What follows belongs to an exercise in optimizing a design on an open flow for small area; a production flow would make more cautious choices. At most, simulation tests tie the RTL to the original design; equivalence was not proved.

==> flow/design.v (excerpt) <==
module crc32 (
  input         crc_en,
  input [511:0] data_in,
  output [31:0] crc_out,
  input         clk,
  input         rst
);
  reg [31:0] lfsr_q;
  wire [31:0] lfsr_c;
  assign crc_out = lfsr_q;
  wire [2202:0] t;
  crc32_xor2 x0 (.a(data_in[480]), .b(lfsr_q[0]), .y(t[0]));
  crc32_xor2 x1 (.a(data_in[481]), .b(lfsr_q[1]), .y(t[1]));
  crc32_xor2 x2 (.a(data_in[482]), .b(lfsr_q[2]), .y(t[2]));
  crc32_xor2 x3 (.a(data_in[483]), .b(lfsr_q[3]), .y(t[3]));
  crc32_xor2 x4 (.a(data_in[484]), .b(lfsr_q[4]), .y(t[4]));
  crc32_xor2 x5 (.a(data_in[485]), .b(lfsr_q[5]), .y(t[5]));
  crc32_xor2 x6 (.a(data_in[486]), .b(lfsr_q[6]), .y(t[6]));
  crc32_xor2 x7 (.a(data_in[487]), .b(lfsr_q[7]), .y(t[7]));
  crc32_xor2 x8 (.a(data_in[488]), .b(lfsr_q[8]), .y(t[8]));
  crc32_xor2 x9 (.a(data_in[489]), .b(lfsr_q[9]), .y(t[9]));
  crc32_xor2 x10 (.a(data_in[490]), .b(lfsr_q[10]), .y(t[10]));
  crc32_xor2 x11 (.a(data_in[491]), .b(lfsr_q[11]), .y(t[11]));
  crc32_xor2 x12 (.a(data_in[492]), .b(lfsr_q[12]), .y(t[12]));
  crc32_xor2 x13 (.a(data_in[493]), .b(lfsr_q[13]), .y(t[13]));
  crc32_xor2 x14 (.a(data_in[494]), .b(lfsr_q[14]), .y(t[14]));
  crc32_xor2 x15 (.a(data_in[495]), .b(lfsr_q[15]), .y(t[15]));
  crc32_xor2 x16 (.a(data_in[496]), .b(lfsr_q[16]), .y(t[16]));
  crc32_xor2 x17 (.a(data_in[497]), .b(lfsr_q[17]), .y(t[17]));
  crc32_xor2 x18 (.a(data_in[498]), .b(lfsr_q[18]), .y(t[18]));
  crc32_xor2 x19 (.a(data_in[499]), .b(lfsr_q[19]), .y(t[19]));
  crc32_xor2 x20 (.a(data_in[500]), .b(lfsr_q[20]), .y(t[20]));
  crc32_xor2 x21 (.a(data_in[501]), .b(lfsr_q[21]), .y(t[21]));
  crc32_xor2 x22 (.a(data_in[502]), .b(lfsr_q[22]), .y(t[22]));
  crc32_xor2 x23 (.a(data_in[503]), .b(lfsr_q[23]), .y(t[23]));
  crc32_xor2 x24 (.a(data_in[504]), .b(lfsr_q[24]), .y(t[24]));
  crc32_xor2 x25 (.a(data_in[505]), .b(lfsr_q[25]), .y(t[25]));
  crc32_xor2 x26 (.a(data_in[506]), .b(lfsr_q[26]), .y(t[26]));
  crc32_xor2 x27 (.a(data_in[507]), .b(lfsr_q[27]), .y(t[27]));
  crc32_xor2 x28 (.a(data_in[508]), .b(lfsr_q[28]), .y(t[28]));
  crc32_xor2 x29 (.a(data_in[509]), .b(lfsr_q[29]), .y(t[29]));
  ...
Settings: LEC_CHECK=0, CAP_MARGIN=20, CORE_MARGIN=2, CORE_UTILIZATION=30, GPL_ROUTABILITY_DRIVEN=1, SLEW_MARGIN=20, SYNTH_HIERARCHICAL=1, SYNTH_MINIMUM_KEEP_SIZE=0; clock period 8.0 ns.
run.sh (not shown) runs the stock make flow with config.mk's settings and CLKGATE_MAP_FILE= SYNTH_SCRIPT=/design/flow/synth_recipe.tcl, a recipe that flattens the netlist after the stock synthesis.
Then changed:
- CORE_UTILIZATION: 30 -> 40
=>
- The new run completed and failed the layout checks on negative setup slack
- clock skew is about the same
- final area fell by 2.6%
- via count rises by 4.2%
- fmax goes down by 7.5%
- die area went down by 25%
- cell count decreases by 7.1%
- core utilization grows by 13 points
- hold slack gets better by 0.013 ns
Then changed:
==> flow/flow/run.sh (new file) <==
#!/bin/bash
# The standard layout, with the port buffers made from the smallest buffer cell
# (every input and output port still gets its own buffer).
set -euo pipefail
export BUFFER_PORTS_ARGS="-buffer_cell sky130_fd_sc_hd__buf_1"
bash standard.sh finish > standard_finish.log 2>&1
==> flow/standard.sh (new file) <==
#!/bin/bash
# synth_recipe.tcl (not shown) runs the flow's synth.tcl, then flattens the netlist and writes it again
# the make line also repeats each setting of config.mk as NAME=value (left out here)
make -C /OpenROAD-flow-scripts/flow DESIGN_CONFIG=/design/flow/config.mk WORK_HOME=/design/flow/orfs CLKGATE_MAP_FILE= SYNTH_SCRIPT=/design/flow/synth_recipe.tcl "${@:-finish}"
- CORE_UTILIZATION: 40 -> 35
removed: flow/run.sh
Result: The changed run produced a clean layout; routed wire length is higher by a few percent; utilization is lower by 12 points; clock skew is lower by 0.0043 ns.
Then changed:
==> flow/run.sh (new file) <==
#!/bin/bash
# synth_recipe.tcl (not shown) runs the flow's synth.tcl, then flattens the netlist and writes it again
# the make line also repeats each setting of config.mk as NAME=value (left out here)
make -C /OpenROAD-flow-scripts/flow DESIGN_CONFIG=/design/flow/config.mk WORK_HOME=/design/flow/orfs CLKGATE_MAP_FILE= SYNTH_SCRIPT=/design/flow/synth_recipe.tcl finish
- CORE_UTILIZATION: 35 -> 20
removed: flow/flow/run.sh
removed: flow/standard.sh
Result: The new run went through all stages and came out clean; count of clock-buffer cells in the layout does not change; worst setup slack got worse by 0.25 ns; die area climbs by 74%; flip-flop and latch count stays the same; wire length climbs by 17%; first-iteration DRC count drops by 25%.
Then changed:
==> flow/flow/run.sh (new file) <==
#!/bin/bash
set -euo pipefail
export BUFFER_PORTS_ARGS="-buffer_cell sky130_fd_sc_hd__buf_1"
R=orfs/results/sky130hd/crc32/base
bash standard.sh synth > standard_synth.log 2>&1
sed -i -E 's/sky130_fd_sc_hd__mux2_(2|4|8) /sky130_fd_sc_hd__mux2_1 /' $R/1_2_yosys.v
rm -f $R/1_synth.odb $R/1_synth.sdc
bash standard.sh finish > standard_finish.log 2>&1
==> flow/standard.sh (new file) <==
#!/bin/bash
# synth_recipe.tcl (not shown) runs the flow's synth.tcl, then flattens the netlist and writes it again
# the make line also repeats each setting of config.mk as NAME=value (left out here)
make -C /OpenROAD-flow-scripts/flow DESIGN_CONFIG=/design/flow/config.mk WORK_HOME=/design/flow/orfs CLKGATE_MAP_FILE= SYNTH_SCRIPT=/design/flow/synth_recipe.tcl "${@:-finish}"
- CORE_UTILIZATION: 20 -> 30
- GPL_TIMING_DRIVEN: default -> 0
removed: flow/run.sh
Result: Flip-flop and latch count stays the same; via count came out lower by 5.3%; area after synthesis came out lower by 0.54%; cell count came out lower by 16%; worst setup slack degrades by 0.22 ns; routed wire length came out lower by 15%; global-route usage came out higher by 11 points; cell area came out lower by 19%; core utilization came out higher by 6.4 points.

========
crc32, a different RTL version from the one above (not shown whole).
Size: ~3000 cells after synthesis, ~32 flip-flops, roughly 550 I/O pins, about 27000 sq um of cells after synthesis.
## crc32
module crc32 (
  input         crc_en,
  input [511:0] data_in,
  output [31:0] crc_out,
  input         clk,
  input         rst
);
  reg [31:0] lfsr_q;
  wire [31:0] lfsr_c;
  assign crc_out = lfsr_q;
  wire [2885:0] t;
  crc32_xor2 x0 (.a(lfsr_q[26]), .b(data_in[506]), .y(t[0]));
  crc32_xor2 x1 (.a(lfsr_q[10]), .b(data_in[490]), .y(t[1]));
  crc32_xor2 x2 (.a(lfsr_q[7]), .b(data_in[487]), .y(t[2]));
  crc32_xor2 x3 (.a(lfsr_q[6]), .b(data_in[486]), .y(t[3]));
  crc32_xor2 x4 (.a(lfsr_q[8]), .b(data_in[488]), .y(t[4]));
  crc32_xor2 x5 (.a(lfsr_q[27]), .b(data_in[507]), .y(t[5]));
  crc32_xor2 x6 (.a(data_in[113]), .b(data_in[187]), .y(t[6]));
  crc32_xor2 x7 (.a(data_in[121]), .b(data_in[186]), .y(t[7]));
  crc32_xor2 x8 (.a(lfsr_q[30]), .b(data_in[510]), .y(t[8]));
  crc32_xor2 x9 (.a(data_in[197]), .b(t[1]), .y(t[9]));
  crc32_xor2 x10 (.a(data_in[357]), .b(t[0]), .y(t[10]));
  crc32_xor2 x11 (.a(lfsr_q[29]), .b(data_in[509]), .y(t[11]));
  crc32_xor2 x12 (.a(lfsr_q[9]), .b(data_in[489]), .y(t[12]));
  crc32_xor2 x13 (.a(lfsr_q[11]), .b(data_in[491]), .y(t[13]));
  crc32_xor2 x14 (.a(lfsr_q[28]), .b(data_in[508]), .y(t[14]));
  crc32_xor2 x15 (.a(lfsr_q[31]), .b(data_in[511]), .y(t[15]));
  crc32_xor2 x16 (.a(data_in[119]), .b(data_in[193]), .y(t[16]));
  crc32_xor2 x17 (.a(lfsr_q[21]), .b(data_in[501]), .y(t[17]));
  crc32_xor2 x18 (.a(lfsr_q[13]), .b(data_in[493]), .y(t[18]));
  crc32_xor2 x19 (.a(data_in[98]), .b(data_in[122]), .y(t[19]));
  ...
Settings: LEC_CHECK=0, CAP_MARGIN=0, CORE_MARGIN=2, CORE_UTILIZATION=60, GPL_ROUTABILITY_DRIVEN=1, SLEW_MARGIN=0, SYNTH_HIERARCHICAL=1, SYNTH_MINIMUM_KEEP_SIZE=0; clock period 8.0 ns.
Stock flow here: none of the scripts above is used.
The first run never finished: it broke off in global routing (5_1_grt) on GRT-0116.
Then changed:
--- a/flow/config.mk
+++ b/flow/config.mk
@@ -6,9 +6,9 @@
 export NUM_CORES = 4
 export LEC_CHECK = 0
-export CAP_MARGIN = 0
+export CAP_MARGIN = 20
 export CORE_MARGIN = 2
-export CORE_UTILIZATION = 60
+export CORE_UTILIZATION = 28
 export GPL_ROUTABILITY_DRIVEN = 1
-export SLEW_MARGIN = 0
+export SLEW_MARGIN = 20
 export SYNTH_HIERARCHICAL = 1
 export SYNTH_MINIMUM_KEEP_SIZE = 0
=>
- Now the flow finished with negative setup slack left
- synthesized cell count stays the same
- area after synthesis is unchanged
No run of this note included a check of the RTL's function; only the layout flow was run.

========
run A:
RTL: one of the versions met above, not the one the previous note started from.
For scale: about 2300 cells after synthesis, about 550 I/O pins.
==> flow/config.mk <==
export PLATFORM = sky130hd
export DESIGN_NAME = crc32
export DESIGN_NICKNAME = crc32
export VERILOG_FILES = /design/flow/design.v
export SDC_FILE = /design/flow/constraint.sdc
export NUM_CORES = 4
export LEC_CHECK = 0
export CAP_MARGIN = 20
export CORE_MARGIN = 2
export CORE_UTILIZATION = 30
export GPL_ROUTABILITY_DRIVEN = 1
export SLEW_MARGIN = 20
export SYNTH_HIERARCHICAL = 1
export SYNTH_MINIMUM_KEEP_SIZE = 0
==> flow/constraint.sdc <==
create_clock -name core_clock -period 8.0 [get_ports {clk}]
set_input_delay 1.6000 -clock core_clock [delete_from_list [all_inputs] [get_ports {clk}]]
set_output_delay 1.6000 -clock core_clock [all_outputs]
set_load 0.01 [all_outputs]
standard.sh (not shown) runs the stock make flow with config.mk's settings and CLKGATE_MAP_FILE= SYNTH_SCRIPT=/design/flow/synth_recipe.tcl, a recipe that flattens the netlist after the stock synthesis.
==> flow/flow/run.sh <==
#!/bin/bash
set -euo pipefail
export BUFFER_PORTS_ARGS="-buffer_cell sky130_fd_sc_hd__buf_1"
export GPL_KEEP_OVERFLOW=0
R=orfs/results/sky130hd/crc32/base
bash standard.sh synth > standard_synth.log 2>&1
sed -i -E 's/sky130_fd_sc_hd__mux2_(2|4|8) /sky130_fd_sc_hd__mux2_1 /' $R/1_2_yosys.v
rm -f $R/1_synth.odb $R/1_synth.sdc
bash standard.sh finish > standard_finish.log 2>&1
Relative to run A, the following input files were edited for run B:
==> flow/flow/run.sh <==
#!/bin/bash
# The standard layout, with the port buffers made from the smallest buffer cell
# (every input and output port still gets its own buffer).
set -euo pipefail
export BUFFER_PORTS_ARGS="-buffer_cell sky130_fd_sc_hd__buf_1"
bash standard.sh finish > standard_finish.log 2>&1
[summary]
Between run A and run B, met3 layer usage reported by global route is higher for run A, run B comes in under that.
Summary of run B over run A: number of cells in the design after placement went up 145; cell area after layout went up 4.4%.
Here is what was changed in the inputs of run C compared with run B.
Settings: GPL_TIMING_DRIVEN: unset -> 0.
--- outcome ---
Changes observed in run C relative to run B: final wirelength dropped about 5.4%, depth of the most critical reg-to-reg path went up 1. Sequential element share of the synthesized area: run B vs run C identical. Taking run B as the reference, in run C count of buffers not belonging to the clock network in the layout decreased about 21%; shortest period the worst path allows up 0.73 ns. On area added between synthesis and finish, the higher figure sits with run B, not run C.
The inputs of run D differ from those of run C as listed below.
Settings: an added CTS_BUF_LIST of sky130_fd_sc_hd__clkbuf_8.
==> flow/flow/run.sh <==
#!/bin/bash
set -euo pipefail
export BUFFER_PORTS_ARGS="-buffer_cell sky130_fd_sc_hd__buf_1"
R=orfs/results/sky130hd/crc32/base
bash standard.sh synth > standard_synth.log 2>&1
sed -i -E 's/sky130_fd_sc_hd__mux2_(2|4|8) /sky130_fd_sc_hd__mux2_1 /' $R/1_2_yosys.v
rm -f $R/1_synth.odb $R/1_synth.sdc
bash standard.sh finish > standard_finish.log 2>&1
Findings:
- Compared with run C, run D shows final area lower by 0.37%.
- Summary — minimum clock period, run D relative to run C: higher, by 0.076 ns.
- Looking at the reports, run D completed the entire flow and the layout it produced met the timing, DRC and antenna checks.
- Run D vs run C, signed area change from the synthesized netlist to the final layout went up by 0.20 points.
- Relative to run C, via count decreased by 83 in run D.
- Run C -> run D: non-clock inverter instance count of the final layout delta 0, exact match
- Comparing run C with run D, the effective utilization at floorplan came out essentially unchanged.
- The higher slew at the pin with the worst max-slew slack of run D and run C is in run D.
- Between run C and run D, the flow reports fmax decreasing slightly.

========
== build 69 ==
crc32, a different RTL version from the one above (not shown whole).
For scale: roughly 2200 cells after synthesis, ~32 flip-flops, ~0.020 sq mm of cells after synthesis.
clock: 8.0 ns
lec_check: 0
cap_margin: 20
core_margin: 2
core_utilization: 40
cts_buf_list: sky130_fd_sc_hd__clkbuf_8
gpl_routability_driven: 1
gpl_timing_driven: 0
slew_margin: 20
synth_hierarchical: 1
synth_minimum_keep_size: 0
==> flow/flow/run.sh <==
#!/bin/bash
set -euo pipefail
export BUFFER_PORTS_ARGS="-buffer_cell sky130_fd_sc_hd__buf_1"
R=orfs/results/sky130hd/crc32/base
bash standard.sh synth > standard_synth.log 2>&1
sed -i -E 's/sky130_fd_sc_hd__mux2_(2|4|8) /sky130_fd_sc_hd__mux2_1 /' $R/1_2_yosys.v
rm -f $R/1_synth.odb $R/1_synth.sdc
bash standard.sh finish > standard_finish.log 2>&1
diff inputs: build 69 => build 80
diff --git a/flow/config.mk b/flow/config.mk
--- a/flow/config.mk
+++ b/flow/config.mk
@@ -8,5 +8,5 @@
 export CAP_MARGIN = 20
 export CORE_MARGIN = 2
-export CORE_UTILIZATION = 40
+export CORE_UTILIZATION = 30
 export CTS_BUF_LIST = sky130_fd_sc_hd__clkbuf_8
 export GPL_ROUTABILITY_DRIVEN = 1
Findings:
- Delta(count of placed standard cells in the final layout, fillers left out, build 80 - build 69) > 0
- Diff build 69..build 80 | synthesized cell count | unchanged
- Going from build 69 to build 80, top achievable clock speed went up by 1.4%, worst slack after detailed placement went down by 0.14 ns.
- Comparing clock skew for build 80 and build 69, the bigger number came from build 80.
- On setup slack of the critical path after layout: between build 80 and build 69, it ends up higher for build 80.
- Changes observed in build 80 relative to build 69: share of the final layout cell area in sequential cells ~0 delta, count of routing violations after the opening detailed-route iteration -about 26%.
- Of build 80 and build 69, the lower final standard cell area without fillers belongs to build 69.
Inputs modified between build 80 and build 88:
diff --git a/flow/config.mk b/flow/config.mk
--- a/flow/config.mk
+++ b/flow/config.mk
@@ -8,5 +8,5 @@
 export CAP_MARGIN = 20
 export CORE_MARGIN = 2
-export CORE_UTILIZATION = 30
+export CORE_UTILIZATION = 25
 export CTS_BUF_LIST = sky130_fd_sc_hd__clkbuf_8
 export GPL_ROUTABILITY_DRIVEN = 1
--- outcome ---
Delta (build 88 minus build 80): multiplexer share of the synthesized area saw little to no change, total routed wirelength saw an increase, area enclosed by the die boundary saw an increase, global-route usage saw a decrease.
The setup slack of build 88 was superior to that of build 80.
Fmax: build 88 higher than build 80
diff inputs: build 88 => build 8
diff --git a/flow/config.mk b/flow/config.mk
--- a/flow/config.mk
+++ b/flow/config.mk
@@ -6,11 +6,11 @@
 export NUM_CORES = 4
 export LEC_CHECK = 0
-export CAP_MARGIN = 20
+export CAP_MARGIN = 10
 export CORE_MARGIN = 2
-export CORE_UTILIZATION = 25
+export CORE_UTILIZATION = 30
 export CTS_BUF_LIST = sky130_fd_sc_hd__clkbuf_8
 export GPL_ROUTABILITY_DRIVEN = 1
 export GPL_TIMING_DRIVEN = 0
-export SLEW_MARGIN = 20
+export SLEW_MARGIN = 10
 export SYNTH_HIERARCHICAL = 1
 export SYNTH_MINIMUM_KEEP_SIZE = 0
==> notes.md <==
- Build 8 had finished all stages when the layout checks came back failing, citing max-capacitance violations, max-slew violations.
- In the reports for build 88 and build 8, the larger slew of the pin with the lowest slew margin belongs to build 8.
- When the final numbers for build 88 and build 8 were put side by side, the data arrival time at the worst-slack endpoint turned out to be greater in build 8.
- Overflow left after global routing essentially unchanged between build 88 and build 8.
- Between build 88 and build 8, the difference in sequential share of cell area is negligible.
- Compared with build 88, build 8 instantiates a smaller number of standard cells.
- On critical path depth, the higher figure sits with build 88, not build 8.

[separate check: timing with driven ports]
No port has a modelled driver above. Below, the same layouts with a new extraction and two added sets of constraints. Step 1 (the two cells are an assumption about what drives the block):
set clk [get_ports {clk}]
set_driving_cell -lib_cell sky130_fd_sc_hd__clkbuf_16 $clk
set_driving_cell -lib_cell sky130_fd_sc_hd__buf_2 [delete_from_list [all_inputs] $clk]
Step 2 also shifts input and output timing later by t, the mid clock arrival at the registers, as if the neighbouring blocks saw the same clock. Three values: ideal, step 1, step 2; two values: the first two.
run | t, ns | slack for setup (ns) | cell pins on the clock port's net
the first run of note 1 | 0.332 | 0.518 / 0.536 / 0.204 | 1
the second run of note 1 | 0.327 | -0.090 / -0.083 / -0.409 | 1
the third run of note 1 | 0.323 | 0.704 / 0.710 / 0.388 | 1
the fourth run of note 1 | 0.336 | 0.455 / 0.469 / 0.133 | 1
the fifth run of note 1 | 0.328 | 0.239 / 0.246 / -0.081 | 1
the second run of note 2 | 0.370 | -0.186 / -0.178 / -0.548 | 1
run A | 0.337 | 0.086 / 0.110 / -0.227 | 1
run B | 0.332 | 0.970 / 0.985 / 0.653 | 1
run C | 0.336 | 0.245 / 0.255 / -0.081 | 1
run D | 0.344 | 0.168 / 0.180 / -0.164 | 1
build 69 | 0.329 | 0.288 / 0.294 / -0.035 | 1
build 80 | 0.340 | 0.396 / 0.391 / 0.051 | 1
build 88 | 0.330 | 0.511 / 0.523 / 0.193 | 1
build 8 | 0.338 | 0.325 / 0.328 / -0.010 | 1
The setup slack of the second run of note 2, which loses most, moves by +0.008 ns with the drivers and by -0.362 ns with both steps.
